Background: an optimization exercise with open tools, aiming at small area. Do not read the settings as production practice.
Function was checked by simulation only, so behaviour that the tests miss may differ from the original.
Power is estimated from default activity; no workload was simulated.

`flow/config.mk`:
```
export PLATFORM = sky130hd
export DESIGN_NAME = spell
export DESIGN_NICKNAME = spell
export VERILOG_FILES = /design/flow/design.v
export SDC_FILE = /design/flow/constraint.sdc
export NUM_CORES = 4
export LEC_CHECK = 0
export CAP_MARGIN = 20
export CORE_MARGIN = 2
export CORE_UTILIZATION = 40
export CTS_BUF_LIST = sky130_fd_sc_hd__clkbuf_4
export SLEW_MARGIN = 20
```
`flow/run.sh`:
```
#!/bin/bash
# synth_recipe.tcl (not shown) runs the flow's synth.tcl, then flattens the netlist and writes it again
# the make line also repeats each setting of config.mk as NAME=value (left out here)
make -C /OpenROAD-flow-scripts/flow DESIGN_CONFIG=/design/flow/config.mk WORK_HOME=/design/flow/orfs CLKGATE_MAP_FILE= SYNTH_SCRIPT=/design/flow/synth_recipe.tcl finish
```
`flow/design.v`:
```
`default_nettype none
`timescale 1ns / 1ps
module spell_execute (
    input wire [7:0] opcode,
    input wire [7:0] pc,
    input wire [4:0] sp,
    input wire [7:0] stack_top,
    input wire [7:0] stack_belowtop,
    input wire [7:0] memory_input,
    input wire out_of_order_exec,
    output reg [7:0] next_pc,
    output reg [4:0] next_sp,
    output reg wr_sp,
    output reg wr_sp1,
    output reg wr_sp2,
    output reg swap,
    output reg [7:0] value,
    output reg memory_write_en,
    output reg [7:0] delay_amount,
    output reg sleep,
    output reg stop
);
  wire op_add = opcode == "+";
  wire op_sub = opcode == "-";
  wire op_loop = opcode == "@";
  wire below_nz = stack_belowtop != 8'd0;
  wire [7:0] add_b = op_sub ? ~stack_top : (op_loop ? 8'hff : stack_top);
  wire [7:0] sum = stack_belowtop + add_b + {7'd0, op_sub};
  always @(*) begin
    next_pc = out_of_order_exec ? pc : pc + 8'd1;
    next_sp = sp;
    wr_sp = 1'b0;
    wr_sp1 = 1'b0;
    wr_sp2 = 1'b0;
    swap = 1'b0;
    value = opcode;
    memory_write_en = 1'b0;
    sleep = 0;
    stop = 0;
    delay_amount = 0;
    case (opcode)
      "+", "-": begin
        value = sum;
        wr_sp2 = 1'b1;
        next_sp = sp - 1;
      end
      "&": begin
        value = stack_belowtop & stack_top;
        wr_sp2 = 1'b1;
        next_sp = sp - 1;
      end
      "^": begin
        value = stack_belowtop ^ stack_top;
        wr_sp2 = 1'b1;
        next_sp = sp - 1;
      end
      "|": begin
        value = stack_belowtop | stack_top;
        wr_sp2 = 1'b1;
        next_sp = sp - 1;
      end
      ">": begin
        value = {1'b0, stack_top[7:1]};
        wr_sp1 = 1'b1;
      end
      "<": begin
        value = {stack_top[6:0], 1'b0};
        wr_sp1 = 1'b1;
      end
      "=": begin
        next_pc = stack_top;
        next_sp = sp - 1;
      end
      "@": begin
        value = sum;
        if (below_nz) begin
          next_pc = stack_top;
          next_sp = sp - 1;
          wr_sp2 = 1'b1;
        end else begin
          next_sp = sp - 2;
        end
      end
      ",": begin
        delay_amount = stack_top;
        next_sp = sp - 1;
      end
      "2": begin
        value = stack_top;
        wr_sp = 1'b1;
        next_sp = sp + 1;
      end
      "!", "w": begin
        memory_write_en = 1'b1;
        next_sp = sp - 2;
      end
      "?", "r": begin
        value = memory_input;
        wr_sp1 = 1'b1;
      end
      "x": begin
        value = stack_belowtop;
        wr_sp1 = 1'b1;
        wr_sp2 = 1'b1;
        swap = 1'b1;
      end
      "z":   sleep = 1'b1;
      8'hff: stop = 1'b1;
      default: begin
        value = opcode;
        wr_sp = 1'b1;
        next_sp = sp + 1;
      end
    endcase
  end
endmodule
`default_nettype none
`timescale 1ns / 1ps
module spell_mem_io (
    input wire reset,
    input wire clock,
    input wire select,
    input wire [7:0] addr,
    input wire [7:0] data_in,
    input wire write,
    output reg [7:0] data_out,
    output reg data_ready,
    input  wire [7:0] io_in,
    output reg  [7:0] io_out,
    output reg  [7:0] io_oeb    
);
  localparam REG_PIN = 8'h36;
  localparam REG_DDR = 8'h37;
  localparam REG_PORT = 8'h38;
  reg past_write;
  always @(posedge clock) begin
    if (reset) begin
      io_out <= 8'b00000000;
      io_oeb <= 8'b11111111;
      data_out <= 8'b0;
      data_ready <= 1'b0;
      past_write <= 1'b0;
    end else begin
      past_write <= select & write;
      if (select) begin
        data_out   <= 8'b0;
        data_ready <= 1'b1;
        case (addr)
          REG_PIN: begin
            if (write) begin
              if (!past_write) io_out <= io_out ^ data_in;
            end else begin
              data_out <= io_in;
            end
          end
          REG_DDR: begin
            if (write) begin
              io_oeb <= ~data_in;
            end else begin
              data_out <= ~io_oeb;
            end
          end
          REG_PORT: begin
            if (write) begin
              io_out <= data_in;
            end else begin
              data_out <= io_out;
            end
          end
        endcase
      end else data_ready <= 1'b0;
    end
  end
endmodule
`default_nettype none
`timescale 1ns / 1ps
module spell_mem_dff (
    input wire reset,
    input wire clock,
    input wire select,
    input wire [7:0] addr,
    input wire [7:0] data_in,
    input wire memory_type_data,
    input wire write,
    output reg [7:0] data_out,
    output reg data_ready
);
  wire code_hit = !memory_type_data && addr[7:5] == 3'd0;
  wire data_hit = memory_type_data && addr[7:3] == 5'd0;
  wire do_write = select && write;
  wire [31:0] dec = 32'd1 << addr[4:0];
  wire [7:0] wd = reset ? 8'd0 : data_in;
  reg [7:0] rd;
  integer i;
  reg [255:0] code_q;
  reg [63:0] data_q;
  genvar g;
  generate
    for (g = 0; g < 32; g = g + 1) begin : code
      always @(posedge clock) if (reset || (do_write && code_hit && dec[g])) code_q[g*8+:8] <= wd;
    end
    for (g = 0; g < 8; g = g + 1) begin : data
      always @(posedge clock) if (reset || (do_write && data_hit && dec[g])) data_q[g*8+:8] <= wd;
    end
  endgenerate
  wire [7:0] code_rd[0:31];
  wire [7:0] data_rd[0:7];
  generate
    for (g = 0; g < 32; g = g + 1) begin : crd
      assign code_rd[g] = (code_hit && dec[g]) ? code_q[g*8+:8] : 8'd0;
    end
    for (g = 0; g < 8; g = g + 1) begin : drd
      assign data_rd[g] = (data_hit && dec[g]) ? data_q[g*8+:8] : 8'd0;
    end
  endgenerate
  always @(*) begin
    rd = 8'd0;
    for (i = 0; i < 32; i = i + 1) rd = rd | code_rd[i];
    for (i = 0; i < 8; i = i + 1) rd = rd | data_rd[i];
  end
  always @(posedge clock) begin
    if (reset) begin
      data_ready <= 0;
    end else begin
      data_ready <= select;
      if (select && !write) data_out <= rd;
    end
  end
endmodule
`default_nettype none
`timescale 1ns / 1ps
module spell_mem (
    input wire reset,
    input wire clock,
    input wire sram_enable,
    input wire select,
    input wire [7:0] addr,
    input wire [7:0] data_in,
    input wire memory_type_data,
    input wire write,
    output reg [7:0] data_out,
    output wire data_ready,
    input  wire [7:0] io_in,
    output wire [7:0] io_out,
    output wire [7:0] io_oeb,   
    input wire [31:0] sram_dat_i,
    input wire sram_ack_i,
    output wire sram_cyc_o,
    output wire sram_stb_o,
    output wire sram_we_o,
    output wire [3:0] sram_sel_o,
    output wire [9:0] sram_addr_o,
    output wire [31:0] sram_dat_o
);
  wire code_select = select && !memory_type_data;
  wire data_select = select && memory_type_data;
  wire data_mem_select = data_select && (addr < 8'h20 || addr >= 8'h60);
  wire data_io_select = data_select && (addr >= 8'h20 && addr < 8'h60);
  wire mem_select = code_select || data_mem_select;
  wire sram_select = mem_select && sram_enable;
  wire [1:0] sram_byte_index = addr[1:0];
  assign sram_cyc_o  = sram_select;
  assign sram_stb_o  = sram_select;
  assign sram_we_o   = write;
  assign sram_sel_o  = 1 << sram_byte_index;
  assign sram_addr_o = {1'b0, data_select, addr[7:2], 2'b00};
  assign sram_dat_o  = {data_in, data_in, data_in, data_in};
  wire io_data_ready;
  wire dff_data_ready;
  assign data_ready = io_data_ready | dff_data_ready | (sram_select && sram_ack_i);
  wire [7:0] io_data_out;
  wire [7:0] dff_data_out;
  wire [7:0] sram_data_out;
  spell_mem_io mem_io (
      .reset(reset),
      .clock(clock),
      .select(data_io_select),
      .addr(addr),
      .data_in(data_in),
      .write(write),
      .data_out(io_data_out),
      .data_ready(io_data_ready),
      .io_in (io_in),
      .io_out(io_out),
      .io_oeb(io_oeb)
  );
  spell_mem_dff mem_dff (
      .reset(reset),
      .clock(clock),
      .select(!sram_select && mem_select),
      .addr(addr),
      .data_in(data_in),
      .memory_type_data(memory_type_data),
      .write(write),
      .data_out(dff_data_out),
      .data_ready(dff_data_ready)
  );
  always @(*) begin
    if (data_io_select) begin
      data_out = io_data_out;
    end else if (sram_enable) begin
      case (sram_byte_index)
        0: data_out = sram_dat_i[7:0];
        1: data_out = sram_dat_i[15:8];
        2: data_out = sram_dat_i[23:16];
        3: data_out = sram_dat_i[31:24];
      endcase
    end else begin
      data_out = dff_data_out;
    end
  end
endmodule
`default_nettype none
`timescale 1ns / 1ps
module spell (
    input wire reset,
    input wire clock,
    input wire i_la_write,
    input wire [6:0] i_la_addr,
    input wire [7:0] i_la_data,
    input wire i_la_wb_disable,
    output wire [31:0] la_data_out,
    input  wire        i_wb_cyc,    
    input  wire        i_wb_stb,    
    input  wire        i_wb_we,     
    input  wire [31:0] i_wb_addr,   
    input  wire [31:0] i_wb_data,   
    output wire        o_wb_ack,    
    output reg  [31:0] o_wb_data,   
    input  wire [7:0] io_in,
    output wire [7:0] io_out,
    output wire [7:0] io_oeb,   
    output wire        rambus_wb_rst_o,    
    output wire        rambus_wb_stb_o,    
    output wire        rambus_wb_cyc_o,    
    output wire        rambus_wb_we_o,     
    output wire [ 3:0] rambus_wb_sel_o,    
    output wire [31:0] rambus_wb_dat_o,    
    output wire [ 9:0] rambus_wb_addr_o,   
    input  wire        rambus_wb_ack_i,    
    input  wire [31:0] rambus_wb_dat_i,    
    output wire interrupt
);
  localparam StateFetch = 3'd0;
  localparam StateFetchData = 3'd1;
  localparam StateExecute = 3'd2;
  localparam StateStore = 3'd3;
  localparam StateDelay = 3'd4;
  localparam StateSleep = 3'd5;
  localparam REG_PC = 24'h000;
  localparam REG_SP = 24'h004;
  localparam REG_EXEC = 24'h008;
  localparam REG_CTRL = 24'h00c;
  localparam REG_CYCLES_PER_MS = 24'h010;
  localparam REG_STACK_TOP = 24'h014;
  localparam REG_STACK_PUSH = 24'h018;
  localparam REG_INT_ENABLE = 24'h20;
  localparam REG_INT = 24'h24;
  localparam INTR_SLEEP = 0;
  localparam INTR_STOP = 1;
  localparam INTR_COUNT = 2;
  reg [2:0] state;
  reg [7:0] pc;
  reg [4:0] sp;
  reg [7:0] opcode;
  reg [7:0] memory_input;
  wire [7:0] next_pc;
  wire [4:0] next_sp;
  wire ex_wr_sp, ex_wr_sp1, ex_wr_sp2, ex_swap;
  wire [7:0] ex_value;
  wire memory_write_en;
  wire [7:0] delay_amount;
  wire sleep;
  wire stop;
  reg [INTR_COUNT-1:0] intr;
  reg [INTR_COUNT-1:0] intr_enable;
  reg edge_interrupts;
  wire level_interrupt = |(intr & intr_enable);
  reg prev_level_interrupt;
  assign interrupt = edge_interrupts ? (!prev_level_interrupt && level_interrupt) : level_interrupt;
  reg single_step;
  reg out_of_order_exec;
  reg sram_enable;
  reg mem_select;
  reg mem_type_data;
  reg [7:0] mem_addr;
  reg [7:0] mem_write_value;
  reg mem_write_en;
  wire [7:0] mem_read_value;
  wire mem_data_ready;
  reg [23:0] cycles_per_ms;
  reg [23:0] delay_cycles;
  reg [7:0] delay_counter;
  reg wb_read_ack;
  reg wb_write_ack;
  assign o_wb_ack = wb_read_ack | wb_write_ack;
  wire wb_read = i_wb_stb && i_wb_cyc && !i_wb_we;
  wire wb_write = i_wb_stb && i_wb_cyc && i_wb_we && !i_la_wb_disable;
  wire [23:0] wb_addr = i_wb_addr[23:0];
  reg prev_reg_write;
  wire reg_write = wb_write | i_la_write;
  wire [6:0] reg_write_addr = i_la_write ? i_la_addr : i_wb_addr[6:0];
  wire [31:0] reg_write_data = i_la_write ? {24'b0, i_la_data} : i_wb_data;
  wire wa_pc = reg_write_addr == REG_PC[6:0];
  wire wa_sp = reg_write_addr == REG_SP[6:0];
  wire wa_exec = reg_write_addr == REG_EXEC[6:0];
  wire wa_ctrl = reg_write_addr == REG_CTRL[6:0];
  wire wa_cpm = reg_write_addr == REG_CYCLES_PER_MS[6:0];
  wire wa_top = reg_write_addr == REG_STACK_TOP[6:0];
  wire wa_push = reg_write_addr == REG_STACK_PUSH[6:0];
  wire wa_ien = reg_write_addr == REG_INT_ENABLE[6:0];
  wire wa_int = reg_write_addr == REG_INT[6:0];
  assign rambus_wb_rst_o = reset;
  wire [3:0] h = sp[4:1];
  wire [15:0] dh = 16'd1 << h;
  wire [15:0] dm = {dh[0], dh[15:1]};   
  wire [15:0] de = sp[0] ? dh : dm;
  reg [7:0] even_out, odd_out;
  wire [7:0] stack_top = sp[0] ? even_out : odd_out;
  wire [7:0] stack_belowtop = sp[0] ? odd_out : even_out;
  wire exec_cycle = !reset && !reg_write && state == StateExecute;
  wire host_top = !reset && reg_write && wa_top;
  wire host_push = !reset && reg_write && wa_push && !prev_reg_write;
  wire wr_sp = host_push || (exec_cycle && ex_wr_sp);
  wire wr_sp1 = host_top || (exec_cycle && ex_wr_sp1);
  wire wr_sp2 = exec_cycle && ex_wr_sp2;
  wire [7:0] dd = reg_write ? reg_write_data[7:0] : ex_value;
  wire [7:0] d2 = ex_swap ? stack_top : ex_value;
  wire even_en_h = sp[0] ? wr_sp1 : wr_sp;
  wire even_en_m = !sp[0] && wr_sp2;
  wire odd_en_h = sp[0] && wr_sp;
  wire odd_en_m = sp[0] ? wr_sp2 : wr_sp1;
  wire [7:0] even_wd = reset ? 8'd0 : ((sp[0] || wr_sp) ? dd : d2);
  wire [7:0] odd_wd = reset ? 8'd0 : ((!sp[0] || wr_sp) ? dd : d2);
  reg [127:0] stk_e, stk_o;
  genvar g;
  generate
    for (g = 0; g < 16; g = g + 1) begin : stk
      always @(posedge clock) begin
        if (reset || (even_en_h && dh[g]) || (even_en_m && dm[g])) stk_e[g*8+:8] <= even_wd;
        if (reset || (odd_en_h && dh[g]) || (odd_en_m && dm[g])) stk_o[g*8+:8] <= odd_wd;
      end
    end
  endgenerate
  wire [7:0] e_rd[0:15];
  wire [7:0] o_rd[0:15];
  generate
    for (g = 0; g < 16; g = g + 1) begin : srd
      assign e_rd[g] = de[g] ? stk_e[g*8+:8] : 8'd0;
      assign o_rd[g] = dm[g] ? stk_o[g*8+:8] : 8'd0;
    end
  endgenerate
  integer i;
  always @(*) begin
    even_out = 8'd0;
    odd_out = 8'd0;
    for (i = 0; i < 16; i = i + 1) begin
      even_out = even_out | e_rd[i];
      odd_out = odd_out | o_rd[i];
    end
  end
  assign la_data_out = {stack_top, state, sp, opcode, pc};
  spell_execute exec (
      .opcode(opcode),
      .pc(pc),
      .sp(sp),
      .stack_top(stack_top),
      .stack_belowtop(stack_belowtop),
      .memory_input(memory_input),
      .out_of_order_exec(out_of_order_exec),
      .next_pc(next_pc),
      .next_sp(next_sp),
      .wr_sp(ex_wr_sp),
      .wr_sp1(ex_wr_sp1),
      .wr_sp2(ex_wr_sp2),
      .swap(ex_swap),
      .value(ex_value),
      .memory_write_en(memory_write_en),
      .delay_amount(delay_amount),
      .sleep(sleep),
      .stop(stop)
  );
  spell_mem mem (
      .reset(reset),
      .clock(clock),
      .sram_enable(sram_enable),
      .select(mem_select),
      .addr(mem_addr),
      .data_in(mem_write_value),
      .memory_type_data(mem_type_data),
      .write(mem_write_en),
      .data_out(mem_read_value),
      .data_ready(mem_data_ready),
      .io_in(io_in),
      .io_out(io_out),
      .io_oeb(io_oeb),
      .sram_stb_o(rambus_wb_stb_o),
      .sram_cyc_o(rambus_wb_cyc_o),
      .sram_we_o(rambus_wb_we_o),
      .sram_sel_o(rambus_wb_sel_o),
      .sram_dat_o(rambus_wb_dat_o),
      .sram_addr_o(rambus_wb_addr_o),
      .sram_ack_i(rambus_wb_ack_i),
      .sram_dat_i(rambus_wb_dat_i)
  );
  function is_data_opcode(input [7:0] opcode);
    is_data_opcode = (opcode == "?" || opcode == "r");
  endfunction
  always @(posedge clock) begin
    if (reset) begin
      o_wb_data   <= 0;
      wb_read_ack <= 0;
    end else if (wb_read) begin
      o_wb_data <= 0;
      case (wb_addr)
        REG_PC: o_wb_data <= {24'b0, pc};
        REG_SP: o_wb_data <= {27'b0, sp};
        REG_EXEC: o_wb_data <= {24'b0, opcode};
        REG_CTRL: begin
          o_wb_data <= {28'b0, edge_interrupts, sram_enable, single_step, state != StateSleep};
        end
        REG_CYCLES_PER_MS: o_wb_data <= {8'b0, cycles_per_ms};
        REG_STACK_TOP: o_wb_data <= {24'b0, stack_top};
        REG_INT_ENABLE: o_wb_data[INTR_COUNT-1:0] <= intr_enable;
        REG_INT: o_wb_data[INTR_COUNT-1:0] <= intr;
        default: begin
          o_wb_data <= 32'b0;
        end
      endcase
      wb_read_ack <= 1;
    end else begin
      wb_read_ack <= 0;
    end
  end
  always @(posedge clock) begin
    if (reset) begin
      state <= StateSleep;
      pc    <= 0;
      sp    <= 0;
      opcode <= 0;
      mem_select <= 0;
      mem_write_en <= 0;
      single_step <= 0;
      out_of_order_exec <= 0;
      wb_write_ack <= 0;
      prev_reg_write <= 0;
      sram_enable <= 0;
      intr <= 0;
      intr_enable <= 0;
      edge_interrupts <= 0;
      prev_level_interrupt <= 0;
      cycles_per_ms <= 24'd10000;   
    end else begin
      prev_reg_write <= reg_write;
      prev_level_interrupt <= level_interrupt;
      if (reg_write) begin
        if (wa_pc) pc <= reg_write_data[7:0];
        if (wa_sp) sp <= reg_write_data[4:0];
        if (wa_exec && state == StateSleep) begin
          opcode <= reg_write_data[7:0];
          state <= is_data_opcode(reg_write_data[7:0]) ? StateFetchData : StateExecute;
          single_step <= 1;
          out_of_order_exec <= 1;
        end
        if (wa_ctrl) begin
          if (reg_write_data[0] && state == StateSleep) begin
            out_of_order_exec <= 0;
            state <= StateFetch;
          end
          single_step <= reg_write_data[1];
          sram_enable <= reg_write_data[2];
          edge_interrupts <= reg_write_data[3];
        end
        if (wa_cpm) cycles_per_ms <= reg_write_data[23:0];
        if (wa_push && !prev_reg_write) sp <= sp + 1;
        if (wa_ien) intr_enable <= reg_write_data[INTR_COUNT-1:0];
        if (wa_int) intr <= intr & ~reg_write_data[INTR_COUNT-1:0];
        if (wb_write) wb_write_ack <= 1;
      end else begin
        wb_write_ack <= 0;
        case (state)
          StateFetch: begin
            mem_select <= 1;
            mem_type_data <= 0;
            mem_addr <= pc;
            mem_write_en <= 0;
            if (mem_select && mem_data_ready) begin
              mem_select <= 0;
              opcode <= mem_read_value;
              state <= is_data_opcode(mem_read_value) ? StateFetchData : StateExecute;
            end
          end
          StateFetchData: begin
            mem_select <= 1;
            mem_type_data <= (opcode == "r") ? 1'b1 : 1'b0;
            mem_addr <= stack_top;
            mem_write_en <= 0;
            if (mem_select && mem_data_ready) begin
              mem_select <= 0;
              memory_input <= mem_read_value;
              state <= StateExecute;
            end
          end
          StateExecute: begin
            pc <= next_pc;
            sp <= next_sp;
            mem_type_data <= opcode[6];
            mem_addr <= stack_top;
            mem_write_value <= stack_belowtop;
            if (sleep) intr[INTR_SLEEP] <= 1'b1;
            if (stop) intr[INTR_STOP] <= 1'b1;
            if (memory_write_en) begin
              state <= StateStore;
            end else if (sleep || stop || single_step) begin
              state <= StateSleep;
            end else if (delay_amount != 8'b0 && cycles_per_ms != 24'b0) begin
              delay_counter <= delay_amount - 1;
              delay_cycles <= 0;
              state <= StateDelay;
            end else begin
              state <= StateFetch;
            end
          end
          StateStore: begin
            mem_select   <= 1;
            mem_write_en <= 1;
            if (mem_data_ready) begin
              mem_select <= 0;
              mem_write_en <= 0;
              state <= single_step ? StateSleep : StateFetch;
            end
          end
          StateSleep: begin
          end
          StateDelay: begin
            if (delay_cycles + 1 >= cycles_per_ms) begin
              delay_counter <= delay_counter - 1;
              delay_cycles  <= 0;
              if (delay_counter == 0) begin
                state <= single_step ? StateSleep : StateFetch;
              end
            end else begin
              delay_cycles <= delay_cycles + 1;
            end
          end
          default: state <= StateSleep;
        endcase
      end
    end
  end
endmodule
```
`flow/constraint.sdc`:
```
create_clock -name core_clock -period 10.0 [get_ports {clock}]
set_input_delay 2.0000 -clock core_clock [delete_from_list [all_inputs] [get_ports {clock}]]
set_output_delay 2.0000 -clock core_clock [all_outputs]
set_load 0.01 [all_outputs]
```
==> results of run 1 <==
area by class of cell:
cell class | instances | share of cell area [%]
Antenna cell | 8 | 0.0489
Timing Repair Buffer | 312 | 7.12
Clock inverter | 58 | 0.905
Tap cell | 1155 | 3.53
Inverter | 82 | 0.752
Multi-Input combinational cell | 1819 | 29.8
Clock buffer | 289 | 5.30
Sequential cell | 754 | 52.6
flip-flops by register name (all words and copies together), names as in the netlist, 2 cells and up:
signal	count
mem.mem_dff.code_q	256
stk_e	128
stk_o	128
mem.mem_dff.data_q	64
cycles_per_ms	24
delay_cycles	24
o_wb_data	24
delay_counter	8
mem.mem_dff.data_out	8
mem.mem_io.data_out	8
mem.mem_io.io_oeb	8
mem.mem_io.io_out	8
mem_addr	8
mem_write_value	8
memory_input	8
opcode	8
pc	8
sp	5
state	3
intr	2
intr_enable	2
metrics by stage:
| stage | total power, mW | hold slack [ns] | instances |
|---|---|---|---|
| finish | 6.66 | 0.454 | 4477 |
| global route | 6.91 | 0.472 | 4476 |
| CTS | 6.70 | 0.457 | 4469 |
| detailed placement | 4.00 | 0.449 | 4122 |
| global placement | 3.99 | 0.442 | 4122 |
| floorplan | 3.81 | 0.433 | 2858 |
worst min-delay path, delay by kind of cell, from the launching register on:
family           cells  cell delay (ns)
AND/OR/NAND/NOR      1             0.05
AO/OA/AOI/OAI        1             0.05
flip-flops           1             0.31
cell families after synthesis:
kind of cell,after synthesis,share of synthesized area (%)
adder cells (fa/ha/maj),58,2.13
AND/OR/NAND/NOR,870,12.3
flip-flops,754,61.8
other,1,0.0108
multiplexers,122,4.09
XOR/XNOR,53,1.33
buffers and inverters,285,3.61
AO/OA/AOI/OAI,705,14.7
cell usage after synthesis (all sizes together) (10+ instances only):
master   number  share of area (%)
inv          79               0.85
a32oi        11               0.33
xnor2        36               0.91
a21o         23               0.50
mux4         13               0.84
nand3b       24               0.52
o32ai        11               0.33
dfxtp       113                6.5
a21oi       129                1.9
o21ai        89                1.3
or2          10               0.18
a22oi       116                2.5
nor3         57               0.82
a31oi        11               0.20
a2111oi      11               0.28
mux2         27               0.88
xor2         17               0.43
mux2i        82                2.4
a222oi       24               0.69
nand3       108                1.6
nand2       234                2.5
o31ai        10               0.22
or4          11               0.25
nor2        203                2.2
ha           56                2.0
a221oi       55                1.4
buf          74                1.3
and2         25               0.45
nor4         19               0.34
edfxtp      641                 55
o211ai       30               0.65
o22ai        16               0.29
a22o         59                1.5
clkbuf      129                1.4
a211oi       35               0.77
nand4        42               0.80
and3         33               0.59
nand2b       23               0.41
nor2b        44               0.79
power by group through the flow:
stage | sequential (mW) | combinational [mW] | clock, mW
2_1_floorplan | 3.61 | 0.198 | 0
3_3_place_gp | 3.62 | 0.375 | 0
3_5_place_dp | 3.62 | 0.381 | 0
4_1_cts | 3.55 | 0.383 | 2.77
5_1_grt | 3.56 | 0.409 | 2.94
6_report | 3.55 | 0.388 | 2.72
per-layer routing:
metal / wire length [µm] / global-route usage [%] / up-vias
li1: - / - / 11800
met1: 49000 / 35.5 / 13300
met2: 55100 / 41.0 / 1538
met3: 11600 / 6.28 / 249
met4: 4270 / 10.4 / 0
met5: 0 / 0 / -
how the worst max path moves through the flow:
stage	startpoint	endpoint	slack, ns	cells after the start
finish	sp[1]	la_data_out[28]	2.35	10
global route	sp[1]	stk_o[95]	2.12	22
CTS	sp[1]	stk_o[95]	2.17	22
detailed placement	sp[1]	stk_o[103]	2.24	22
global placement	sp[1]	stk_o[103]	2.40	22
floorplan	sp[2]	stk_e[101]	3.59	24
==> results.toml, run 1 <==
[synth]
synth_ff_type = "edfxtp_1"
synth_seq_area_share_pct = 61.8
synth_area_um2 = 34800
yosys_register_bits = 754
yosysUniqueCellTypes = 88
async_flop_share_pct = 0
synthCells = 2848
yosysWarnings = 5
avgSynthCellArea_um2 = 12.2
synth_edf_count = 641

[timing]
fin_crit_ns = 7.65
final.setup.worst_slack_ns = 2.35
fmax_mhz = 131
worst_slew_pin_slew_ns = 1.21
finalCritPeriodShare_pct = 76.5
slew_viol_final = 0
setup_viol_count_final = 0
fin_tns_setup_ns = 0
hold_viol = 0
fin_skew_ns = 0.0789
slew_headroom_pct = 18.8
rsz0062_at_grt = "no"

[setup_path]
cp.arrival_ns = 5.65
worst-setup-path-type = "flop to output port"
required_ns = 8.00
crit_fanout = 37
startpoint_type = "flop"
ff2ff_setup_slack_ns = 2.57
worstReg2RegEnd = "stk_o[71]"
rr_startpoint = "sp[1]"
path_delay_family = "buffers and inverters"
path_buf_inv = 4
cp-end-kind = "output port"
path_cells = "inv_1 -> ha_1 -> buf_4 -> mux2i_1 -> nor2_1 -> a221o_1 -> a2111oi_1 -> mux2i_1 -> buf_4 -> clkdlybuf4s50_1"
max_stage_delay_ns = 0.86
slowest_stage = "mux2i_1"
reg2reg_depth = 22

[power]
p_per_area_nw_per_um2 = 163
cellInternalPower_mw = 5.07
p_comb_share_pct = 5.8
vdd_ir_drop_max_mv = 0.0998
swShare_pct = 23.8
p_sw_mw = 1.58
power.leakage_nw = 14.4
p_clk_share_pct = 40.8
seq_power_share_pct = 53.4

[floorplan]
die_y_um = 299
pin_count = 259
die-area_um2 = 89300
rows = 108
start_util_pct = 40.2
coreArea_um2 = 86500
die_w_um = 299

[hold_path]
hold_depth = 2
hp-start = "o_wb_data[12]"
worstHoldPathType = "flop to flop"
min_to = "o_wb_data[12]"

[finish]
final_nets = 3348
final_common_cell = "edfxtp_1"
seq_area_um2 = 21500
syn_to_final_growth_pct = 17.7
fillers = 7832
drive_gt1_share_pct = 14.7
fin_area_um2 = 40900
layout_common_cells = "641 x edfxtp_1, 289 x clkbuf_4, 234 x nand2_1"
multi_input_area_um2 = 12200
fin_util_pct = 47.3

[drt]
wl_per_cell_um = 26.8
wl_mm = 120
first_pass_iters = 8
drt-initial-drc-count = 3549
vias_per_cell = 5.99
final_antenna_net_count = 0
vias = 26800
drc = 0

[placement]
placed_area_um2 = 38300
dp_hpwl_mm = 81.1
placement.io_buffers = 231
dpl_worst_slack_ns = 2.24
gp_congestion = 0.921

[cts]
clkSinkCount = 754
clkTransAtPathRegs_ns = 0.06
cts_tree = "yes"
cts_root_buf = "clkbuf_4"
post-cts-setup-buffers = 0
htreeDepth = 4
cts_resized = 0
postCtsHoldBufs = 0
clkLatencyLatePin_ns = 1.09
numCtsBuffers = 194
cts_max_path_buffers = 3

[global_routing]
grt_max_degree = 87
antenna_found_initial = 6
grt_pass1_wl_mm = 174
gr-usage-all-layers_pct = 26.3
grt-ovfl-total = 0
grt_pass1_vias = 26100

[status]
outcome = "finished clean"

[job]
cap_violations = 0
==> run 2: changes to the inputs <==
--- a/flow/config.mk
+++ b/flow/config.mk
@@ -8,5 +8,4 @@
 export CAP_MARGIN = 20
 export CORE_MARGIN = 2
 export CORE_UTILIZATION = 40
-export CTS_BUF_LIST = sky130_fd_sc_hd__clkbuf_4
 export SLEW_MARGIN = 20
==> results.toml, run 2 <==
[status]
outcome = "finished clean"

[cts]
clkSinkCount = 754
clkTransAtPathRegs_ns = 0.07
postCtsHoldBufs = 0
cts_resized = 0
cts_root_buf = "clkbuf_16"
cts_tree = "yes"
cts_max_path_buffers = 3
post-cts-setup-buffers = 0
htreeDepth = 3
numCtsBuffers = 81
clkLatencyLatePin_ns = 0.66

[finish]
drive_gt1_share_pct = 9.74
final_nets = 3236
fin_util_pct = 47.5
layout_common_cells = "641 x edfxtp_1, 234 x nand2_1, 229 x clkdlybuf4s50_1"
syn_to_final_growth_pct = 18.2
top_regs = "mem.mem_dff.code_q (256), stk_e (128), stk_o (128)"
largest_reg_flops = 256
top_register = "mem.mem_dff.code_q"
final_common_cell = "edfxtp_1"

[synth]
avgSynthCellArea_um2 = 12.2
async_flop_share_pct = 0
yosysUniqueCellTypes = 88
yosysMostFrequentCell = "edfxtp_1"
yosys_register_bits = 754
synth_ff_type = "edfxtp_1"
netlist.area_leader.share_pct = 55.3
synth.largest_area_cell = "edfxtp_1"
synth_seq_area_share_pct = 61.8
synth_common_cells = "641 x edfxtp_1, 234 x nand2_1, 203 x nor2_1"
synth_top_cells_by_area = "edfxtp_1 55%, dfxtp_1 6.5%, nand2_1 2.5%, a22oi_1 2.5%, mux2i_1 2.4%"
yosysWarnings = 5
synth_edf_count = 641
synthCells = 2848
synth_area_um2 = 34800

[global_routing]
grt_pass1_vias = 25300
grt_pass1_wl_mm = 172
grt_max_degree = 87
grt-ovfl-total = 0
antenna_found_initial = 4
gr-usage-all-layers_pct = 25.9

[drt]
wl_met1_mm = 48.9
met3_length_mm = 11.1
drc = 0
wl_met2_mm = 55.2
first_pass_iters = 8
wl_mm = 119
final_antenna_net_count = 0
highest_layer = "met4"
vias_per_cell = 6.10
drt-initial-drc-count = 3555
wl_per_cell_um = 27.8
vias = 26100

[floorplan]
coreArea_um2 = 86500
pin_count = 259
rows = 108
die_y_um = 299
start_util_pct = 40.2
die_w_um = 299
die-area_um2 = 89300

[power]
seq_power_share_pct = 50.9
swShare_pct = 23.1
p_clk_share_pct = 43.6
finalPower_mw = 6.99
vdd_ir_drop_max_mv = 0.111
p_comb_share_pct = 5.5
p_per_area_nw_per_um2 = 170
p_sw_mw = 1.62
power.leakage_nw = 14.2
cellInternalPower_mw = 5.37

[placement]
gp_congestion = 0.921
dp_hpwl_mm = 81.1
placement.io_buffers = 231

[timing]
hold_viol = 0
rsz0062_at_grt = "no"
fin_crit_ns = 7.54
slew_headroom_pct = 22.7
worst_slew_pin_slew_ns = 1.15
fin_skew_ns = 0.0497
setup_viol_count_final = 0
fin_hold_ws_ns = 0.453
slew_viol_final = 0
fin_tns_setup_ns = 0
fmax_mhz = 133
finalCritPeriodShare_pct = 75.4

[setup_path]
cp.arrival_ns = 7.86
worst-setup-path-type = "flop to flop"
startpoint_type = "flop"
crit_fanout = 37
required_ns = 10.32
cp-end-kind = "flop"

[job]
cap_violations = 0

[hold_path]
worstHoldPathType = "flop to flop"
==> run 2: layout make-up <==
class / count / area, µm²
Antenna cell: 3 / 7.51
Clock buffer: 100 / 2130
Clock inverter: 52 / 579
Fill cell: 7699 / 45400
Inverter: 82 / 308
Multi-Input combinational cell: 1819 / 12200
Sequential cell: 754 / 21500
Tap cell: 1155 / 1450
Timing Repair Buffer: 313 / 2920
==> run 2: layer usage <==
metal	up-vias	GRT usage, %
li1	11400	-
met1	13000	36.1
met2	1457	41.2
met3	224	4.32
met4	0	8.79
met5	-	0
==> run 2: final timing paths <==
path                                    start             to  slack (ns)  depth (start not counted)
worst max-delay path                    sp[1]     stk_o[103]        2.46                         22
worst min-delay path            o_wb_data[18]  o_wb_data[18]        0.45                          2
worst max register to register          sp[1]     stk_o[103]        2.46                         22
worst min register to register  o_wb_data[18]  o_wb_data[18]        0.45                          2
==> run 2: power by group through the flow <==
stage / combinational, mW / sequential (mW) / clock (mW)
4_1_cts: 0.383 / 3.55 / 3.08
3_5_place_dp: 0.381 / 3.62 / 0
2_1_floorplan: 0.198 / 3.61 / 0
3_3_place_gp: 0.375 / 3.62 / 0
5_1_grt: 0.409 / 3.56 / 3.20
6_report: 0.387 / 3.55 / 3.05
==> run 2: critical path, cell delays in order (launching register included) <==
cell and delay (ns):
dfxtp_1 0.61, inv_1 0.21, ha_1 0.26, buf_4 0.29, mux2i_1 0.90, o32ai_1 0.17
a22oi_1 0.24, nand4_1 0.28, mux2_2 0.55, inv_1 0.31, nand2_1 0.08, and2_1 0.19
ha_1 0.29, a21o_1 0.18, a21oi_1 0.22, o21bai_1 0.12, a2111oi_0 0.40, nor3_1 0.13
xnor2_1 0.31, o21bai_1 0.13, a211oi_1 0.42, o221ai_1 0.24, a21oi_2 0.65
==> run 2: cells by family (layout without fill, tap and decap cells) <==
logic type      after synthesis  count (layout)  synth area share (%)
other cells                   1              14                0.0108
buf+inv                     285             547                  3.61
mux                         122             122                  4.09
flops                       754             754                  61.8
xor+xnor                     53              53                  1.33
fa+ha+maj                    58              58                  2.13
compound gates              705             705                  14.7
simple gates                870             870                  12.3
==> run 2: through the flow <==
| step | setup slack [ns] | instances | cell area [µm²] |
|---|---|---|---|
| finish | 2.46 | 4278 | 41100 |
| global route | 2.10 | 4277 | 41100 |
| CTS | 2.19 | 4274 | 41100 |
| detailed placement | 2.24 | 4122 | 38300 |
| global placement | 2.40 | 4122 | 38300 |
| floorplan | 3.59 | 2858 | 34800 |
==> run 3: changes to the inputs <==
--- a/flow/config.mk
+++ b/flow/config.mk
@@ -8,4 +8,5 @@
 export CAP_MARGIN = 20
 export CORE_MARGIN = 2
 export CORE_UTILIZATION = 40
+export CTS_BUF_LIST = sky130_fd_sc_hd__clkbuf_8
 export SLEW_MARGIN = 20
==> results.toml, run 3 <==
[global_routing]
gr-usage-all-layers_pct = 26.1
grt_max_degree = 87
grt-ovfl-total = 0
grt_pass1_wl_mm = 173
antenna_found_initial = 5
grt_pass1_vias = 25700

[setup_path]
cp.arrival_ns = 7.95
crit_start = "sp[1]"
startpoint_type = "flop"
crit_fanout = 37
rr_startpoint = "sp[1]"
required_ns = 10.47
worst-setup-path-type = "flop to flop"
cp-end-kind = "flop"

[synth]
netlist.area_leader.share_pct = 55.3
yosysWarnings = 5
synth_top_family_by_area = "compound AO/OA/AOI/OAI gates"
yosys_register_bits = 754
synth_ff_type = "edfxtp_1"
async_flop_share_pct = 0
yosysUniqueCellTypes = 88
synth_xor_area_share_pct = 1.33
synth_compound_area_share_pct = 14.7
synth_top_cells_by_area = "edfxtp_1 55%, dfxtp_1 6.5%, nand2_1 2.5%, a22oi_1 2.5%, mux2i_1 2.4%"
yosysMostFrequentCell = "edfxtp_1"
synth_fa_ha_area_share_pct = 2.13
synth.area.mux_share_pct = 4.09
synth_common_cells = "641 x edfxtp_1, 234 x nand2_1, 203 x nor2_1"
synth_seq_area_share_pct = 61.8
synthCells = 2848
synth_edf_count = 641
avgSynthCellArea_um2 = 12.2
synth.largest_area_cell = "edfxtp_1"
synth_area_um2 = 34800
synth-simple-area-share_pct = 12.3

[floorplan]
die_y_um = 299
die_w_um = 299
die-area_um2 = 89300
pin_count = 259
rows = 108
start_util_pct = 40.2
coreArea_um2 = 86500

[timing]
fin_skew_ns = 0.0778
worst_slew_pin_slew_ns = 1.18
hold_viol = 0
rsz0062_at_grt = "no"
setup_viol_count_final = 0
fmax_mhz = 134
slew_headroom_pct = 21.2
fin_tns_setup_ns = 0
slew_viol_final = 0
fin_hold_ws_ns = 0.453
fin_crit_ns = 7.48
finalCritPeriodShare_pct = 74.8

[finish]
final_nets = 3285
layout_common_cells = "641 x edfxtp_1, 234 x nand2_1, 229 x clkdlybuf4s50_1"
top_register = "mem.mem_dff.code_q"
fin_util_pct = 47.3
largest_reg_flops = 256
drive_gt1_share_pct = 10.9
syn_to_final_growth_pct = 17.6
top_regs = "mem.mem_dff.code_q (256), stk_e (128), stk_o (128)"
final_cell_count_no_fill = 4353
final_common_cell = "edfxtp_1"

[drt]
drc = 0
vias_per_cell = 6.05
first_pass_iters = 6
final_antenna_net_count = 0
vias = 26300
drt-initial-drc-count = 3307
wl_per_cell_um = 27.4
wl_mm = 119

[status]
outcome = "finished clean"

[power]
p_sw_mw = 1.64
swShare_pct = 24.6
power.leakage_nw = 14.3
p_clk_share_pct = 41.1
p_comb_share_pct = 5.8
seq_power_share_pct = 53.1
cellInternalPower_mw = 5.05
p_per_area_nw_per_um2 = 164
vdd_ir_drop_max_mv = 0.102

[cts]
cts_root_buf = "clkbuf_8"
postCtsHoldBufs = 0
cts_tree = "yes"
numCtsBuffers = 131
clkLatencyLatePin_ns = 0.83
htreeDepth = 4
post-cts-setup-buffers = 0
clkSinkCount = 754
clkTransAtPathRegs_ns = 0.06
cts_resized = 0
cts_max_path_buffers = 3

[placement]
gp_congestion = 0.921
placement.io_buffers = 231
place_inst = 4122
dp_hpwl_mm = 81.1

[hold_path]
worstHoldPathType = "flop to flop"
hp-start = "o_wb_data[12]"

[job]
cap_violations = 0
[run 3: layout make-up]
cell class,count,area (µm²)
sequential,754,21500
tap,1155,1450
clock inverter,88,614
fill,7744,45600
multi-input combinational,1819,12200
inverter,82,308
antenna,4,10.0
clock buffer,139,1910
timing repair buffer,312,2920
[run 3: critical path: stages, from the launching register on]
cell and delay [ns]:
dfxtp_1 0.62, inv_1 0.21, ha_1 0.26, buf_4 0.28, mux2i_1 0.90, o32ai_1 0.16
a22oi_1 0.24, nand4_1 0.27, mux2_2 0.55, inv_1 0.32, nand2_1 0.08, and2_1 0.19
ha_1 0.29, a21o_1 0.18, a21oi_1 0.22, o21bai_1 0.12, a2111oi_0 0.41, nor3_1 0.13
xnor2_1 0.31, o21bai_1 0.12, a211oi_1 0.41, o221ai_1 0.24, a21oi_2 0.61
[run 3: cells by family after synthesis]
group / after synthesis
AO/OA/AOI/OAI: 705
XOR/XNOR: 53
adder cells (fa/ha/maj): 58
buffers and inverters: 285
flip-flops: 754
multiplexers: 122
other: 1
AND/OR/NAND/NOR: 870
[run 3: metal layers]
layer / vias to the layer above / part of all wire, % / global-route usage (%)
met5: - / 0 / 0
met4: 0 / 3.9 / 10.6
met3: 256 / 9.4 / 5.55
met2: 1471 / 46 / 40.6
met1: 13100 / 41 / 35.6
li1: 11500 / - / -
[run 3: metrics by stage]
stage          power, mW  instance area (µm²)  setup WS, ns
4_1_cts             6.74                40900          2.18
2_1_floorplan       3.81                34800          3.59
3_5_place_dp        4.00                38300          2.24
5_1_grt             6.91                40900          2.09
3_3_place_gp        3.99                38300          2.40
6_report            6.70                40900          2.52
[run 3: power by group through the flow]
stage / sequential [mW] / combinational (mW) / clock, mW
finish: 3.56 / 0.387 / 2.75
global route: 3.56 / 0.409 / 2.94
CTS: 3.56 / 0.383 / 2.80
detailed placement: 3.62 / 0.381 / 0
global placement: 3.62 / 0.375 / 0
floorplan: 3.61 / 0.198 / 0
[run 3: path summary, 6_finish.rpt]
kind	to	slack, ns	cells after the start
max	stk_o[103]	2.52	22
min reg2reg	o_wb_data[12]	0.45	2
min	o_wb_data[12]	0.45	2
max reg2reg	stk_o[103]	2.52	22
==> run 4: changes to the inputs <==
--- a/flow/design.v
+++ b/flow/design.v
@@ -123,8 +123,7 @@
     input wire [7:0] addr,
     input wire [7:0] data_in,
     input wire write,
-    output reg [7:0] data_out,
-    output reg data_ready,
+    output reg [7:0] rd,
     input  wire [7:0] io_in,
     output reg  [7:0] io_out,
     output reg  [7:0] io_oeb    
@@ -133,42 +132,28 @@
   localparam REG_DDR = 8'h37;
   localparam REG_PORT = 8'h38;
   reg past_write;
+  always @(*) begin
+    rd = 8'b0;
+    if (!write) begin
+      case (addr)
+        REG_PIN: rd = io_in;
+        REG_DDR: rd = ~io_oeb;
+        REG_PORT: rd = io_out;
+        default: rd = 8'b0;
+      endcase
+    end
+  end
   always @(posedge clock) begin
+    past_write <= select & write;
     if (reset) begin
       io_out <= 8'b00000000;
       io_oeb <= 8'b11111111;
-      data_out <= 8'b0;
-      data_ready <= 1'b0;
-      past_write <= 1'b0;
-    end else begin
-      past_write <= select & write;
-      if (select) begin
-        data_out   <= 8'b0;
-        data_ready <= 1'b1;
-        case (addr)
-          REG_PIN: begin
-            if (write) begin
-              if (!past_write) io_out <= io_out ^ data_in;
-            end else begin
-              data_out <= io_in;
-            end
-          end
-          REG_DDR: begin
-            if (write) begin
-              io_oeb <= ~data_in;
-            end else begin
-              data_out <= ~io_oeb;
-            end
-          end
-          REG_PORT: begin
-            if (write) begin
-              io_out <= data_in;
-            end else begin
-              data_out <= io_out;
-            end
-          end
-        endcase
-      end else data_ready <= 1'b0;
+    end else if (select && write) begin
+      case (addr)
+        REG_PIN: if (!past_write) io_out <= io_out ^ data_in;
+        REG_DDR: io_oeb <= ~data_in;
+        REG_PORT: io_out <= data_in;
+      endcase
     end
   end
 endmodule
@@ -177,30 +162,26 @@
 module spell_mem_dff (
     input wire reset,
     input wire clock,
-    input wire select,
     input wire [7:0] addr,
     input wire [7:0] data_in,
     input wire memory_type_data,
-    input wire write,
-    output reg [7:0] data_out,
-    output reg data_ready
+    input wire write_en,
+    output reg [7:0] rd
 );
   wire code_hit = !memory_type_data && addr[7:5] == 3'd0;
   wire data_hit = memory_type_data && addr[7:3] == 5'd0;
-  wire do_write = select && write;
   wire [31:0] dec = 32'd1 << addr[4:0];
   wire [7:0] wd = reset ? 8'd0 : data_in;
-  reg [7:0] rd;
-  integer i;
   reg [255:0] code_q;
   reg [63:0] data_q;
+  integer i;
   genvar g;
   generate
     for (g = 0; g < 32; g = g + 1) begin : code
-      always @(posedge clock) if (reset || (do_write && code_hit && dec[g])) code_q[g*8+:8] <= wd;
+      always @(posedge clock) if (reset || (write_en && code_hit && dec[g])) code_q[g*8+:8] <= wd;
     end
     for (g = 0; g < 8; g = g + 1) begin : data
-      always @(posedge clock) if (reset || (do_write && data_hit && dec[g])) data_q[g*8+:8] <= wd;
+      always @(posedge clock) if (reset || (write_en && data_hit && dec[g])) data_q[g*8+:8] <= wd;
     end
   endgenerate
   wire [7:0] code_rd[0:31];
@@ -218,14 +199,6 @@
     for (i = 0; i < 32; i = i + 1) rd = rd | code_rd[i];
     for (i = 0; i < 8; i = i + 1) rd = rd | data_rd[i];
   end
-  always @(posedge clock) begin
-    if (reset) begin
-      data_ready <= 0;
-    end else begin
-      data_ready <= select;
-      if (select && !write) data_out <= rd;
-    end
-  end
 endmodule
 `default_nettype none
 `timescale 1ns / 1ps
@@ -238,8 +211,10 @@
     input wire [7:0] data_in,
     input wire memory_type_data,
     input wire write,
-    output reg [7:0] data_out,
+    input wire capture,
+    output wire [7:0] data_out,
     output wire data_ready,
+    output reg [7:0] rdata,
     input  wire [7:0] io_in,
     output wire [7:0] io_out,
     output wire [7:0] io_oeb,   
@@ -252,25 +227,23 @@
     output wire [9:0] sram_addr_o,
     output wire [31:0] sram_dat_o
 );
-  wire code_select = select && !memory_type_data;
-  wire data_select = select && memory_type_data;
-  wire data_mem_select = data_select && (addr < 8'h20 || addr >= 8'h60);
-  wire data_io_select = data_select && (addr >= 8'h20 && addr < 8'h60);
-  wire mem_select = code_select || data_mem_select;
-  wire sram_select = mem_select && sram_enable;
+  wire io_range = addr >= 8'h20 && addr < 8'h60;
+  wire io_hit = memory_type_data && io_range;
+  wire data_io_select = select && io_hit;
+  wire sram_select = select && !io_hit && sram_enable;
+  wire dff_select = select && !io_hit && !sram_enable;
   wire [1:0] sram_byte_index = addr[1:0];
   assign sram_cyc_o  = sram_select;
   assign sram_stb_o  = sram_select;
   assign sram_we_o   = write;
   assign sram_sel_o  = 1 << sram_byte_index;
-  assign sram_addr_o = {1'b0, data_select, addr[7:2], 2'b00};
+  assign sram_addr_o = {1'b0, memory_type_data, addr[7:2], 2'b00};
   assign sram_dat_o  = {data_in, data_in, data_in, data_in};
-  wire io_data_ready;
-  wire dff_data_ready;
-  assign data_ready = io_data_ready | dff_data_ready | (sram_select && sram_ack_i);
-  wire [7:0] io_data_out;
-  wire [7:0] dff_data_out;
-  wire [7:0] sram_data_out;
+  reg ready_r;
+  assign data_ready = ready_r | (sram_select && sram_ack_i);
+  wire [7:0] io_rd;
+  wire [7:0] dff_rd;
+  reg [7:0] sram_byte;
   spell_mem_io mem_io (
       .reset(reset),
       .clock(clock),
@@ -278,8 +251,7 @@
       .addr(addr),
       .data_in(data_in),
       .write(write),
-      .data_out(io_data_out),
-      .data_ready(io_data_ready),
+      .rd(io_rd),
       .io_in (io_in),
       .io_out(io_out),
       .io_oeb(io_oeb)
@@ -287,27 +259,26 @@
   spell_mem_dff mem_dff (
       .reset(reset),
       .clock(clock),
-      .select(!sram_select && mem_select),
       .addr(addr),
       .data_in(data_in),
       .memory_type_data(memory_type_data),
-      .write(write),
-      .data_out(dff_data_out),
-      .data_ready(dff_data_ready)
+      .write_en(dff_select && write),
+      .rd(dff_rd)
   );
   always @(*) begin
-    if (data_io_select) begin
-      data_out = io_data_out;
-    end else if (sram_enable) begin
-      case (sram_byte_index)
-        0: data_out = sram_dat_i[7:0];
-        1: data_out = sram_dat_i[15:8];
-        2: data_out = sram_dat_i[23:16];
-        3: data_out = sram_dat_i[31:24];
-      endcase
-    end else begin
-      data_out = dff_data_out;
-    end
+    case (sram_byte_index)
+      0: sram_byte = sram_dat_i[7:0];
+      1: sram_byte = sram_dat_i[15:8];
+      2: sram_byte = sram_dat_i[23:16];
+      3: sram_byte = sram_dat_i[31:24];
+    endcase
+  end
+  assign data_out = (!data_io_select && sram_enable) ? sram_byte : rdata;
+  always @(posedge clock) begin
+    ready_r <= data_io_select || dff_select;
+    if (capture) rdata <= data_out;
+    else if (data_io_select) rdata <= io_rd;
+    else if (dff_select && !write) rdata <= dff_rd;
   end
 endmodule
 `default_nettype none
@@ -363,7 +334,7 @@
   reg [7:0] pc;
   reg [4:0] sp;
   reg [7:0] opcode;
-  reg [7:0] memory_input;
+  wire [7:0] memory_input;
   wire [7:0] next_pc;
   wire [4:0] next_sp;
   wire ex_wr_sp, ex_wr_sp1, ex_wr_sp2, ex_swap;
@@ -382,10 +353,10 @@
   reg out_of_order_exec;
   reg sram_enable;
   reg mem_select;
-  reg mem_type_data;
   reg [7:0] mem_addr;
   reg [7:0] mem_write_value;
-  reg mem_write_en;
+  wire mem_type_data = opcode[6] && state[0];
+  wire mem_write_en = state == StateStore;
   wire [7:0] mem_read_value;
   wire mem_data_ready;
   reg [23:0] cycles_per_ms;
@@ -401,6 +372,8 @@
   wire reg_write = wb_write | i_la_write;
   wire [6:0] reg_write_addr = i_la_write ? i_la_addr : i_wb_addr[6:0];
   wire [31:0] reg_write_data = i_la_write ? {24'b0, i_la_data} : i_wb_data;
+  wire mem_capture = !reg_write && mem_select && mem_data_ready &&
+                     (state == StateFetch || state == StateFetchData);
   wire wa_pc = reg_write_addr == REG_PC[6:0];
   wire wa_sp = reg_write_addr == REG_SP[6:0];
   wire wa_exec = reg_write_addr == REG_EXEC[6:0];
@@ -489,8 +462,10 @@
       .data_in(mem_write_value),
       .memory_type_data(mem_type_data),
       .write(mem_write_en),
+      .capture(mem_capture),
       .data_out(mem_read_value),
       .data_ready(mem_data_ready),
+      .rdata(memory_input),
       .io_in(io_in),
       .io_out(io_out),
       .io_oeb(io_oeb),
@@ -539,7 +514,6 @@
       sp    <= 0;
       opcode <= 0;
       mem_select <= 0;
-      mem_write_en <= 0;
       single_step <= 0;
       out_of_order_exec <= 0;
       wb_write_ack <= 0;
@@ -581,9 +555,7 @@
         case (state)
           StateFetch: begin
             mem_select <= 1;
-            mem_type_data <= 0;
             mem_addr <= pc;
-            mem_write_en <= 0;
             if (mem_select && mem_data_ready) begin
               mem_select <= 0;
               opcode <= mem_read_value;
@@ -592,19 +564,15 @@
           end
           StateFetchData: begin
             mem_select <= 1;
-            mem_type_data <= (opcode == "r") ? 1'b1 : 1'b0;
             mem_addr <= stack_top;
-            mem_write_en <= 0;
             if (mem_select && mem_data_ready) begin
               mem_select <= 0;
-              memory_input <= mem_read_value;
               state <= StateExecute;
             end
           end
           StateExecute: begin
             pc <= next_pc;
             sp <= next_sp;
-            mem_type_data <= opcode[6];
             mem_addr <= stack_top;
             mem_write_value <= stack_belowtop;
             if (sleep) intr[INTR_SLEEP] <= 1'b1;
@@ -623,10 +591,8 @@
           end
           StateStore: begin
             mem_select   <= 1;
-            mem_write_en <= 1;
             if (mem_data_ready) begin
               mem_select <= 0;
-              mem_write_en <= 0;
               state <= single_step ? StateSleep : StateFetch;
             end
           end
--- a/flow/config.mk
+++ b/flow/config.mk
@@ -8,5 +8,4 @@
 export CAP_MARGIN = 20
 export CORE_MARGIN = 2
 export CORE_UTILIZATION = 40
-export CTS_BUF_LIST = sky130_fd_sc_hd__clkbuf_8
 export SLEW_MARGIN = 20
==> results.toml, run 4 <==
[synth]
synth_fa_ha_area_share_pct = 2.16
synth_ff_type = "edfxtp_1"
synth_compound_area_share_pct = 16.3
synth_area_um2 = 34300
synth.largest_area_cell = "edfxtp_1"
yosysMostFrequentCell = "edfxtp_1"
yosysWarnings = 5
netlist.area_leader.share_pct = 55.4
avgSynthCellArea_um2 = 12.4
synth_top_cells_by_area = "edfxtp_1 55%, dfxtp_1 6.0%, a22oi_1 3.7%, nand2_1 2.1%, nor2_1 2.1%"
synth_common_cells = "632 x edfxtp_1, 193 x nand2_1, 193 x nor2_1"
synth_seq_area_share_pct = 61.4
yosysUniqueCellTypes = 101
synth_edf_count = 632
yosys_register_bits = 735
synth_top_family_by_area = "compound AO/OA/AOI/OAI gates"
synthCells = 2763
async_flop_share_pct = 0
synth.area.mux_share_pct = 3.90
synth_xor_area_share_pct = 1.18
synth-simple-area-share_pct = 11.3

[placement]
placement.io_buffers = 231
dp_hpwl_mm = 77.5
gp_congestion = 0.912

[setup_path]
cp.arrival_ns = 4.99
crit_fanout = 29
crit_start = "sp[2]"
path_cells = "inv_1 -> ha_1 -> buf_4 -> a221oi_1 -> a21oi_1 -> a2111oi_0 -> nor2_1 -> mux2_2 -> clkdlybuf4s50_1"
max_stage_delay_ns = 0.91
rr_startpoint = "sp[2]"
reg2reg_depth = 21
cp-end-kind = "output port"
startpoint_type = "flop"
ff2ff_setup_slack_ns = 3.22
slowest_stage = "a2111oi_0"
required_ns = 8.00
worstReg2RegEnd = "stk_o[42]"
cp-endpoint = "la_data_out[28]"
worst-setup-path-type = "flop to output port"

[global_routing]
grt_max_degree = 82
grt_pass1_vias = 24500
gr-usage-all-layers_pct = 25.1
antenna_found_initial = 0
grt_pass1_wl_mm = 164
grt-ovfl-total = 0

[power]
cellInternalPower_mw = 5.34
finalPower_mw = 6.94
vdd_ir_drop_max_mv = 0.130
p_sw_mw = 1.60
seq_power_share_pct = 50.5
p_clk_share_pct = 43.5
power.leakage_nw = 13.9
swShare_pct = 23.0
p_per_area_nw_per_um2 = 172
p_comb_share_pct = 6.0

[finish]
fin_util_pct = 47.5
top_register = "mem.mem_dff.code_q"
largest_reg_flops = 256
final_common_cell = "edfxtp_1"
final_nets = 3146
drive_gt1_share_pct = 10.3
top_regs = "mem.mem_dff.code_q (256), stk_e (128), stk_o (128)"
layout_common_cells = "632 x edfxtp_1, 230 x clkdlybuf4s50_1, 193 x nand2_1"
syn_to_final_growth_pct = 17.9

[job]
cap_violations = 0

[cts]
numCtsBuffers = 79
cts_root_buf = "clkbuf_16"
clkTransAtPathRegs_ns = 0.06
cts_max_path_buffers = 3
htreeDepth = 3
clkLatencyLatePin_ns = 0.66
cts_tree = "yes"
postCtsHoldBufs = 0
clkSinkCount = 735
post-cts-setup-buffers = 0
cts_resized = 0

[drt]
vias = 25500
final_antenna_net_count = 0
wl_per_cell_um = 27.0
drc = 0
drt-initial-drc-count = 3011
first_pass_iters = 7
vias_per_cell = 6.10
wl_mm = 113

[timing]
hold_viol = 0
worst_slew_pin_slew_ns = 1.18
fin_crit_ns = 6.99
setup_viol_count_final = 0
fin_skew_ns = 0.0482
slew_headroom_pct = 21.1
fin_hold_ws_ns = 0.454
fmax_mhz = 143
slew_viol_final = 0
rsz0062_at_grt = "no"
fin_tns_setup_ns = 0
finalCritPeriodShare_pct = 69.9

[floorplan]
rows = 107
die-area_um2 = 88000
coreArea_um2 = 85000
pin_count = 259
start_util_pct = 40.3
die_w_um = 297
die_y_um = 297

[hold_path]
worstHoldPathType = "flop to flop"

[status]
outcome = "finished clean"
-- run 4: cell count changes in the layout (fill, tap and decap cells not counted), moves of 25 or more --
cell,delta
clkbuf_8,-135
clkbuf_16,+79
a22oi_1,+55
nand2_1,-41
a221o_1,+25
inv_1,-44
a22o_1,-29
-- run 4: critical path, delay by kind of cell, from the launching register on --
kind                     cells  cell delay, ns
AO/OA/AOI/OAI                3            1.27
buffers and inverters        3            1.12
flip-flops                   1            0.64
multiplexers                 1            0.53
adder cells (fa/ha/maj)      1            0.48
AND/OR/NAND/NOR              1            0.30
-- run 4: cells by family after synthesis --
kind of cell / after synthesis
other cells: 1
buf+inv: 269
xor+xnor: 46
compound gates: 766
mux: 110
fa+ha+maj: 58
simple gates: 778
flops: 735
-- run 4: stage by stage --
stage | area (µm²) | cells | setup WS (ns)
2_1_floorplan | 34300 | 2773 | 3.29
3_3_place_gp | 37700 | 4022 | 3.08
3_5_place_dp | 37700 | 4023 | 3.08
4_1_cts | 40400 | 4170 | 3.15
5_1_grt | 40400 | 4171 | 2.88
6_report | 40400 | 4172 | 3.01
-- run 4: worst min path at each step --
stage	startpoint	endpoint	slack, ns	cells after the start
6_report	o_wb_data[2]	o_wb_data[2]	0.45	2
2_1_floorplan	wb_write_ack	wb_write_ack	0.43	2
5_1_grt	o_wb_data[8]	o_wb_data[8]	0.48	2
3_3_place_gp	o_wb_data[11]	o_wb_data[11]	0.44	2
4_1_cts	o_wb_data[10]	o_wb_data[10]	0.46	2
3_5_place_dp	o_wb_data[10]	o_wb_data[10]	0.45	2
-- run 4: final cells by class --
| type | instances | area (µm²) |
|---|---|---|
| Clock inverter | 53 | 613 |
| Multi-Input combinational cell | 1769 | 12100 |
| Clock buffer | 94 | 2070 |
| Fill cell | 7564 | 44600 |
| Antenna cell | 1 | 2.50 |
| Inverter | 74 | 278 |
| Timing Repair Buffer | 302 | 2840 |
| Tap cell | 1144 | 1430 |
| Sequential cell | 735 | 21000 |
-- run 4: power by group through the flow --
| stage | clock [mW] | combinational [mW] | sequential, mW |
|---|---|---|---|
| 5_1_grt | 3.16 | 0.443 | 3.51 |
| 3_5_place_dp | 0 | 0.411 | 3.57 |
| 4_1_cts | 3.04 | 0.413 | 3.50 |
| 6_report | 3.01 | 0.418 | 3.50 |
| 2_1_floorplan | 0 | 0.225 | 3.55 |
| 3_3_place_gp | 0 | 0.402 | 3.56 |
-- run 4: routing by layer --
metal / up-vias / share of wire (%) / GRT usage [%]
met2: 1365 / 47 / 40.7
li1: 11200 / - / -
met4: 0 / 3.5 / 8.65
met3: 213 / 9.1 / 4.74
met5: - / 0 / 0
met1: 12600 / 40 / 33.8
==> run 5: changes to the inputs <==
==> flow/flow/run.sh (new file) <==
#!/bin/bash
# Own layout flow: the standard ORFS flow, with two changes to how cells are chosen:
#  - port buffers use the smallest buffer (buf_1) instead of ORFS's default choice;
#  - clock tree synthesis uses clkbuf_8 and inserts no dummy loads.
# Everything else (synthesis, floorplan, power grid, tap cells, placement, routing) is the
# standard flow, run through standard.sh. Its full output goes to standard.log here, and
# ORFS's own per-step logs stay under orfs/logs/.
set -euo pipefail
export BUFFER_PORTS_ARGS="-buffer_cell sky130_fd_sc_hd__buf_1"
export CTS_ARGS="-sink_clustering_enable -repair_clock_nets -dont_use_dummy_load -buf_list sky130_fd_sc_hd__clkbuf_8"
bash standard.sh > standard.log 2>&1
==> flow/standard.sh (new file) <==
#!/bin/bash
# synth_recipe.tcl (not shown) runs the flow's synth.tcl, then flattens the netlist and writes it again
# the make line also repeats each setting of config.mk as NAME=value (left out here)
make -C /OpenROAD-flow-scripts/flow DESIGN_CONFIG=/design/flow/config.mk WORK_HOME=/design/flow/orfs CLKGATE_MAP_FILE= SYNTH_SCRIPT=/design/flow/synth_recipe.tcl "${@:-finish}"
removed: flow/run.sh
==> results.toml, run 5 <==
[status]
outcome = "finished clean"

[hold_path]
worstHoldPathType = "flop to flop"

[power]
vdd_ir_drop_max_mv = 0.124
seq_power_share_pct = 58.6
p_comb_share_pct = 6.4
p_per_area_nw_per_um2 = 158
power.leakage_nw = 12.9
swShare_pct = 23.2
cellInternalPower_mw = 4.60
p_sw_mw = 1.39
p_clk_share_pct = 35.0

[cts]
post-cts-setup-buffers = 0
postCtsHoldBufs = 0
cts_resized = 0
clkTransAtPathRegs_ns = 0.06
clkLatencyLatePin_ns = 0.78
clkSinkCount = 735
cts_tree = "yes"
cts_max_path_buffers = 3
numCtsBuffers = 118
htreeDepth = 3
cts_root_buf = "clkbuf_8"

[setup_path]
required_ns = 10.39
crit_fanout = 42
cp.arrival_ns = 7.14
worst-setup-path-type = "flop to flop"
cp-end-kind = "flop"
startpoint_type = "flop"

[global_routing]
grt-ovfl-total = 0
gr-usage-all-layers_pct = 25.0
grt_pass1_wl_mm = 163
antenna_found_initial = 2
grt_use_met1_pct = 33.3
grt_util_met3_pct = 5.01
grt_pass1_vias = 24500
grt_max_degree = 75
grt_use_met2_pct = 40.2
top_usage_layer = "met2"

[timing]
fin_skew_ns = 0.118
slew_viol_final = 0
fin_crit_ns = 6.76
finalCritPeriodShare_pct = 67.6
hold_viol = 0
fin_tns_setup_ns = 0
worst_slew_pin_slew_ns = 1.15
fmax_mhz = 148
fin_hold_ws_ns = 0.453
rsz0062_at_grt = "no"
slew_headroom_pct = 23.1
setup_viol_count_final = 0

[floorplan]
pin_count = 259
rows = 107
start_util_pct = 40.3
die_w_um = 297
die_y_um = 297
coreArea_um2 = 85000
die-area_um2 = 88000

[synth]
synth_fa_ha_area_share_pct = 2.16
synth_edf_count = 632
yosysUniqueCellTypes = 101
synth_top_family_by_area = "compound AO/OA/AOI/OAI gates"
netlist.area_leader.share_pct = 55.4
synth-simple-area-share_pct = 11.3
avgSynthCellArea_um2 = 12.4
synth_seq_area_share_pct = 61.4
synth_top_cells_by_area = "edfxtp_1 55%, dfxtp_1 6.0%, a22oi_1 3.7%, nand2_1 2.1%, nor2_1 2.1%"
synth.largest_area_cell = "edfxtp_1"
synth_area_um2 = 34300
synth_ff_type = "edfxtp_1"
synth_common_cells = "632 x edfxtp_1, 193 x nand2_1, 193 x nor2_1"
synth_xor_area_share_pct = 1.18
synth.area.mux_share_pct = 3.90
synthCells = 2763
yosysWarnings = 5
async_flop_share_pct = 0
yosys_register_bits = 735
synth_compound_area_share_pct = 16.3
yosysMostFrequentCell = "edfxtp_1"

[placement]
placement.io_buffers = 231
place_inst = 4023
dp_hpwl_mm = 77.3
gp_congestion = 0.912

[finish]
final_common_cell = "edfxtp_1"
drive_gt1_share_pct = 10.2
fin_util_pct = 44.6
largest_reg_flops = 256
top_register = "mem.mem_dff.code_q"
top_regs = "mem.mem_dff.code_q (256), stk_e (128), stk_o (128)"
fillers = 7777
syn_to_final_growth_pct = 10.6
final_cell_count_no_fill = 4143
final_nets = 3184
layout_common_cells = "632 x edfxtp_1, 229 x buf_1, 193 x nand2_1"

[drt]
vias_per_cell = 6.19
wl_per_cell_um = 27.2
wl_mm = 113
vias = 25600
drc = 0
drt-initial-drc-count = 3456
final_antenna_net_count = 0
first_pass_iters = 6

[job]
cap_violations = 0
[run 5: stage by stage]
stage	setup WS, ns	cell area [µm²]	total power, mW
global route	2.78	37900	6.18
floorplan	3.29	34300	3.77
finish	3.24	37900	5.99
detailed placement	2.92	36200	3.95
global placement	3.00	36200	3.93
CTS	3.14	37900	6.02
[run 5: cell families after synthesis]
family	after synthesis
other	1
and+or+nand+nor	778
adders and majority gates	58
DFF	735
xor gates and xnor gates	46
buffers and inverters	269
muxes	110
AOI/OAI and AO/OA	766
[run 5: final timing paths]
check | startpoint | end | slack [ns] | cells past startpoint
max | sp[2] | stk_o[62] | 3.24 | 25
min | o_wb_data[19] | o_wb_data[19] | 0.45 | 2
max reg2reg | sp[2] | stk_o[62] | 3.24 | 25
min reg2reg | o_wb_data[19] | o_wb_data[19] | 0.45 | 2
[run 5: routing by layer]
layer	share of wire (%)	wire [µm]
met1	39	44400
met2	47	52800
met3	9.7	11000
met4	4.1	4640
met5	0.014	16
[run 5: layout make-up]
cell class | instances | area (µm²) | share of cell area [%]
well taps | 1144 | 1430 | 3.78
repair buffers | 301 | 1400 | 3.70
flip-flops and latches | 735 | 21000 | 55.5
multi-input cells | 1769 | 12100 | 32.0
clock buffers | 118 | 1620 | 4.28
inverters | 74 | 278 | 0.733
diodes | 2 | 5.00 | 0.0132
[run 5: critical path, stage by stage (launching register included)]
cell and delay [ns]:
dfxtp_1 0.49, inv_1 0.21, ha_1 0.21, buf_4 0.48, nand2b_1 0.29, o32ai_2 0.73
a222oi_1 0.13, and2_1 0.23, a21boi_1 0.22, buf_4 0.28, inv_1 0.17, nand2_1 0.09
o21ai_0 0.12, fa_1 0.46, inv_1 0.10, fa_1 0.21, inv_1 0.05, a21oi_1 0.14
o21bai_1 0.11, a21o_1 0.20, a21oi_1 0.17, xnor2_1 0.16, a221oi_1 0.12, a31o_2 0.28
a211oi_1 0.23, a21o_1 0.51
[run 5: power by group through the flow]
| stage | clock network [mW] | registers, mW | logic, mW |
|---|---|---|---|
| 2_1_floorplan | 0 | 3.55 | 0.225 |
| 3_3_place_gp | 0 | 3.56 | 0.368 |
| 3_5_place_dp | 0 | 3.57 | 0.378 |
| 4_1_cts | 2.13 | 3.51 | 0.379 |
| 5_1_grt | 2.25 | 3.52 | 0.409 |
| 6_report | 2.09 | 3.51 | 0.384 |

==> separate check: timing with driven ports <==
The flow's constraints put no driver on any port. The routed layouts listed below were extracted and timed again, unchanged, in two steps. Step 1: set_driving_cell puts a clkbuf_16 on clock and a buf_2 on each other input, an assumption about the parent block. Step 2 moves the port delays by t, midway between the first and last clock arrival at a register: inputs arrive t later, outputs are due t later. That takes back most of the time a late clock gives input paths. Slacks: ideal / step 1 / step 2; pairs: ideal / step 1.
| run | t (ns) | slack for setup (ns) | worst hold slack (ns) | pins driven straight from the clock port |
|---|---|---|---|---|
| run 1 | 1.123 | 2.351 / 2.281 / 2.570 | 0.454 / 0.454 / 0.454 | 1 |
| run 2 | 0.714 | 2.459 / 2.459 / 2.459 | 0.453 / 0.453 / 0.453 | 1 |
| run 3 | 0.862 | 2.519 / 2.519 / 2.519 | 0.453 / 0.453 / 0.453 | 1 |
| run 4 | 0.706 | 3.010 / 2.941 / 2.995 | 0.454 / 0.454 / 0.454 | 1 |
| run 5 | 0.779 | 3.241 / 3.241 / 2.752 | 0.453 / 0.453 / 0.453 | 1 |
After both steps setup and hold are still met in every run listed. The setup slack of run 5, which loses most, moves by 0.000 ns with the drivers and by -0.489 ns with both steps.
